Source: an optimization exercise on an open RTL-to-GDS flow (aim: small area). Production flows keep margins and buffers that such runs may drop.
In this exercise RTL edits were held to simulation tests only and were not proved equivalent to the original.
Power and IR drop assume default switching activity.

==> inputs of run a <==
// mips
module mips(clk, reset, instr, dmem_rdata, PC_val, WD_val, dmem_addr, dmem_wdata, dmem_we, dmem_re);
input clk;
input reset;
input [31:0] instr;
input [31:0] dmem_rdata;
output [31:0] PC_val;
output [31:0] WD_val;
output [31:0] dmem_addr;
output [31:0] dmem_wdata;
output dmem_we;
output dmem_re;
wire [5:0] op = instr[31:26];
wire [5:0] funct = instr[5:0];
wire [4:0] rs = instr[25:21];
wire [4:0] rt = instr[20:16];
wire [4:0] rd_f = instr[15:11];
wire immop  = op[5] | op[3];               
wire is_lw  = op[5] & ~op[3];
wire is_sw  = op[5] & op[3];
wire is_beq = ~op[5] & ~op[3] & op[2];
wire is_j   = ~op[5] & op[1];
wire reg_write = ~(is_sw | is_beq | is_j);
wire [4:0] wa = immop ? rt : rd_f;
wire [31:0] wd;
reg ph;
always @(posedge clk or negedge reset)
  if (!reset) ph <= 1'b0;
  else ph <= ~ph;
wire [3:0] pwl;
wire [7:0] pwh;
wire [31:0] wl, wh;
wire [31:0] sel1a, sel1b, sel2a, sel2b;
wire [31:0] vld;
wire [1:0] m1, m2;
wire inv2 = ~op[5] & ~op[3] & ~op[2] & funct[1];
rf_dec dec(.we(reg_write), .wa(wa), .ra1(rs), .ra2(rt), .vld(vld), .ph(ph), .inv2(inv2),
           .pwl(pwl), .pwh(pwh), .sel1a(sel1a), .sel1b(sel1b), .sel2a(sel2a), .sel2b(sel2b),
           .m1(m1), .m2(m2));
wire [31:0] wxa, wxb;
genvar k;
generate for (k = 0; k < 32; k = k + 1) begin : wdec
  assign wl[k] = pwl[k % 4];
  assign wh[k] = pwh[k / 4];
end endgenerate
wire [31:0] q [0:31];
assign q[0] = 32'd0;
assign vld[0] = 1'b0;
genvar i, j;
generate
for (j = 0; j < 32; j = j + 1) begin : wx
  rf_xor xa(.a(wd[j]), .b(ph), .y(wxa[j]));
  rf_xor xb(.a(wd[j]), .b(ph), .y(wxb[j]));
end
for (i = 1; i < 32; i = i + 1) begin : regs
  reg [31:0] r;
  reg v;
  wire [31:0] d;
  wire ena, ena_n, enb, enb_n;
  rf_wen wa(.l(wl[i]), .h(wh[i]), .en(ena), .en_n(ena_n));
  rf_wen wb(.l(wl[i]), .h(wh[i]), .en(enb), .en_n(enb_n));
  for (j = 0; j < 32; j = j + 1) begin : b
    if (j < 16) begin : lo
      rf_cell c(.en(ena), .en_n(ena_n), .w(i < 16 ? wxa[j] : wxb[j]), .q(r[j]), .d(d[j]));
    end else begin : hi
      rf_cell c(.en(enb), .en_n(enb_n), .w(i < 16 ? wxa[j] : wxb[j]), .q(r[j]), .d(d[j]));
    end
  end
  always @(posedge clk)
    r <= d;
  always @(posedge clk or negedge reset)
    if (!reset) v <= 1'b0;
    else if (wl[i] & wh[i]) v <= 1'b1;
  assign q[i] = r;
  ...
==> module rf_wen, before the edit <==
module rf_wen(l, h, en, en_n);
input l, h;
output en, en_n;
g_nand2 a(.a(l), .b(h), .y(en_n));
g_inv b(.a(en_n), .y(en));
endmodule
==> module g_inv, before the edit <==
module g_inv(a, y);
input a;
output y;
assign y = ~a;
endmodule
==> flow/config.mk <==
export PLATFORM = sky130hd
export DESIGN_NAME = mips
export DESIGN_NICKNAME = mips
export VERILOG_FILES = /design/flow/design.v
export SDC_FILE = /design/flow/constraint.sdc
export NUM_CORES = 4
export LEC_CHECK = 0
export CAP_MARGIN = 10
export CORE_MARGIN = 2
export CORE_UTILIZATION = 62
export GPL_TIMING_DRIVEN = 0
export PLACE_DENSITY = 0.66
export SETUP_SLACK_MARGIN = 0.3
export SLEW_MARGIN = 10
export SYNTH_HIERARCHICAL = 1
export BUFFER_PORTS_ARGS = -buffer_cell sky130_fd_sc_hd__buf_1
export CTS_ARGS = -sink_clustering_enable -repair_clock_nets -dont_use_dummy_load -buf_list {sky130_fd_sc_hd__clkbuf_4 sky130_fd_sc_hd__clkbuf_8} -sink_clustering_size 16 -sink_clustering_max_diameter 60
==> flow/constraint.sdc <==
create_clock -name core_clock -period 12.0 [get_ports {clk}]
set_input_delay 2.4000 -clock core_clock [delete_from_list [all_inputs] [get_ports {clk}]]
set_output_delay 2.4000 -clock core_clock [all_outputs]
set_load 0.01 [all_outputs]
standard.sh (not shown) runs the stock make flow with config.mk's settings and CLKGATE_MAP_FILE= SYNTH_SCRIPT=/design/flow/synth_recipe.tcl, a recipe that flattens the netlist after the stock synthesis.
==> flow/flow/run.sh <==
#!/bin/bash
# Standard layout (standard.sh), with small port buffers and clock-tree sink
# clusters of at most 16 flip-flops, without dummy loads. make's output goes
# to standard.log; each ORFS step keeps its own log under orfs/logs.
set -euo pipefail
cat >> config.mk <<'EOC'
export BUFFER_PORTS_ARGS = -buffer_cell sky130_fd_sc_hd__buf_1
export CTS_ARGS = -sink_clustering_enable -repair_clock_nets -dont_use_dummy_load -buf_list {sky130_fd_sc_hd__clkbuf_4 sky130_fd_sc_hd__clkbuf_8} -sink_clustering_size 16 -sink_clustering_max_diameter 60
EOC
bash standard.sh > standard.log 2>&1
==> inputs of run b, as changes to run a <==
==> flow/flow/run.sh (replaced) <==
#!/bin/bash
# Standard layout (standard.sh), with small port buffers and clock-tree sink
# clusters of at most 14 flip-flops, without dummy loads. make's output goes
# to standard.log; each ORFS step keeps its own log under orfs/logs.
set -euo pipefail
cat >> config.mk <<'EOC'
export BUFFER_PORTS_ARGS = -buffer_cell sky130_fd_sc_hd__buf_1
export CTS_ARGS = -sink_clustering_enable -repair_clock_nets -dont_use_dummy_load -buf_list {sky130_fd_sc_hd__clkbuf_4 sky130_fd_sc_hd__clkbuf_8} -sink_clustering_size 14 -sink_clustering_max_diameter 60
EOC
bash standard.sh > standard.log 2>&1
CORE_UTILIZATION = 65   (was 62)
CTS_ARGS = -sink_clustering_enable -repair_clock_nets -dont_use_dummy_load -buf_list {sky130_fd_sc_hd__clkbuf_4 sky130_fd_sc_hd__clkbuf_8} -sink_clustering_size 14 -sink_clustering_max_diameter 60   (was -sink_clustering_enable -repair_clock_nets -dont_use_dummy_load -buf_list {sky130_fd_sc_hd__clkbuf_4 sky130_fd_sc_hd__clkbuf_8} -sink_clustering_size 16 -sink_clustering_max_diameter 60)
PLACE_DENSITY = 0.72   (was 0.66)
SETUP_SLACK_MARGIN = 0.4   (was 0.3)
==> inputs of run c, as changes to run a <==
--- a/flow/design.v
+++ b/flow/design.v
@@ -90,6 +90,6 @@
 input l, h;
 output en, en_n;
-g_nand2 a(.a(l), .b(h), .y(en_n));
-g_inv b(.a(en_n), .y(en));
+assign en = l & h;
+assign en_n = ~(l & h);
 endmodule
 module predec2(a, e, y);
@@ -303,9 +303,4 @@
 assign y = (s & a) | (s_n & b);
 endmodule
-module g_inv(a, y);
-input a;
-output y;
-assign y = ~a;
-endmodule
 module mips(clk, reset, instr, dmem_rdata, PC_val, WD_val, dmem_addr, dmem_wdata, dmem_we, dmem_re);
 input clk;
==> flow/flow/run.sh (replaced) <==
#!/bin/bash
# Standard layout (standard.sh), with small port buffers and clock-tree sink
# clusters of at most 14 flip-flops, without dummy loads. make's output goes
# to standard.log; each ORFS step keeps its own log under orfs/logs.
set -euo pipefail
cat >> config.mk <<'EOC'
export BUFFER_PORTS_ARGS = -buffer_cell sky130_fd_sc_hd__buf_1
export CTS_ARGS = -sink_clustering_enable -repair_clock_nets -dont_use_dummy_load -buf_list {sky130_fd_sc_hd__clkbuf_4 sky130_fd_sc_hd__clkbuf_8} -sink_clustering_size 14 -sink_clustering_max_diameter 60
EOC
bash standard.sh > standard.log 2>&1
CORE_UTILIZATION = 55   (was 62)
CTS_ARGS = -sink_clustering_enable -repair_clock_nets -dont_use_dummy_load -buf_list {sky130_fd_sc_hd__clkbuf_4 sky130_fd_sc_hd__clkbuf_8} -sink_clustering_size 14 -sink_clustering_max_diameter 60   (was -sink_clustering_enable -repair_clock_nets -dont_use_dummy_load -buf_list {sky130_fd_sc_hd__clkbuf_4 sky130_fd_sc_hd__clkbuf_8} -sink_clustering_size 16 -sink_clustering_max_diameter 60)
PLACE_DENSITY = unset   (was 0.66)
==> inputs of run d, as changes to run a <==
CORE_UTILIZATION = 60   (was 62)
PLACE_DENSITY = unset   (was 0.66)
==> run summary <==
item                                                            run a          run d          run c                                            run b
Outcome                                      timing/DRC/antenna clean  timing/DRC/antenna clean  timing/DRC/antenna clean                                  failed layout checks
Violated checks                                                     -              -              -  max-capacitance violations, max-slew violations
Detailed-route vias per instance                                8.745          8.659          8.504                                            8.797
Diode insertion count for antenna repair                            2              1              6                                                6
Final non-filler cell area                                49,930 um^2    50,110 um^2    51,070 um^2                                      50,170 um^2
Max Clock Freq                                              84.60 MHz      84.32 MHz      85.34 MHz                                        84.40 MHz
Dpl ws                                                      -1.097 ns      -1.133 ns      -1.385 ns                                       -0.8818 ns
CTS Buf Count                                                      83             82             93                                               89
Combinational Power                                         0.00414 W      0.00417 W      0.00428 W                                        0.00423 W
Max cap viols                                                       0              0              0                                                1
Share of the core filled with cells in the final layout        69.48%         67.32%         62.40%                                           73.03%
Reg clk slew, reported paths                                  0.08 ns        0.05 ns        0.09 ns                                          0.07 ns
Dpl hpwl                                                   134,700 um     133,200 um     142,900 um                                       134,600 um
Reported leakage power                                       19.07 nW       19.08 nW       18.89 nW                                         19.19 nW
Layout clock buffers                                               83             82             93                                               89
Starting Density                                               62.86%         60.67%         55.38%                                           65.74%
Power dissipated by switching net loads                    0.004922 W     0.004927 W     0.005046 W                                       0.005018 W
Routed wire length                                         200,600 um     199,100 um     212,900 um                                       199,500 um
Hold Crit Endpoint                                       regs[2].r[1]  regs[5].r[25]  regs[8].r[27]                                    regs[14].r[9]
Total area of multi-input combinational cells             24,100 um^2    24,220 um^2    24,800 um^2                                      24,110 um^2

==> separate check: timing with driven ports <==
The flow's constraints put no driver on any port. The routed layouts listed below were extracted and timed again, unchanged, in two steps.
Step 1 assumes that a clkbuf_16 drives the clock port and a buf_2 every other input.
Step 2 moves the port delays by t, midway between the first and last clock arrival at a register: inputs arrive t later, outputs are due t later. That takes back most of the time a late clock gives input paths.
Three values: ideal, step 1, step 2; two values: the first two.
run | shift t [ns] | slack for setup (ns) | worst setup path at the end | latest minus earliest clock arrival (ns)
run a | 0.774 | 0.179 / 0.144 / 0.144 | input to output | 0.117 / 0.117
run b | 0.796 | 0.152 / 0.125 / 0.125 | input to output | 0.125 / 0.125
run c | 0.816 | 0.282 / 0.256 / 0.256 | input to output | 0.135 / 0.135
run d | 0.761 | 0.141 / 0.105 / 0.105 | input to output | 0.121 / 0.121
For run d, which loses most, drivers alone change the setup slack by -0.036 ns; drivers and shift together by -0.036 ns.
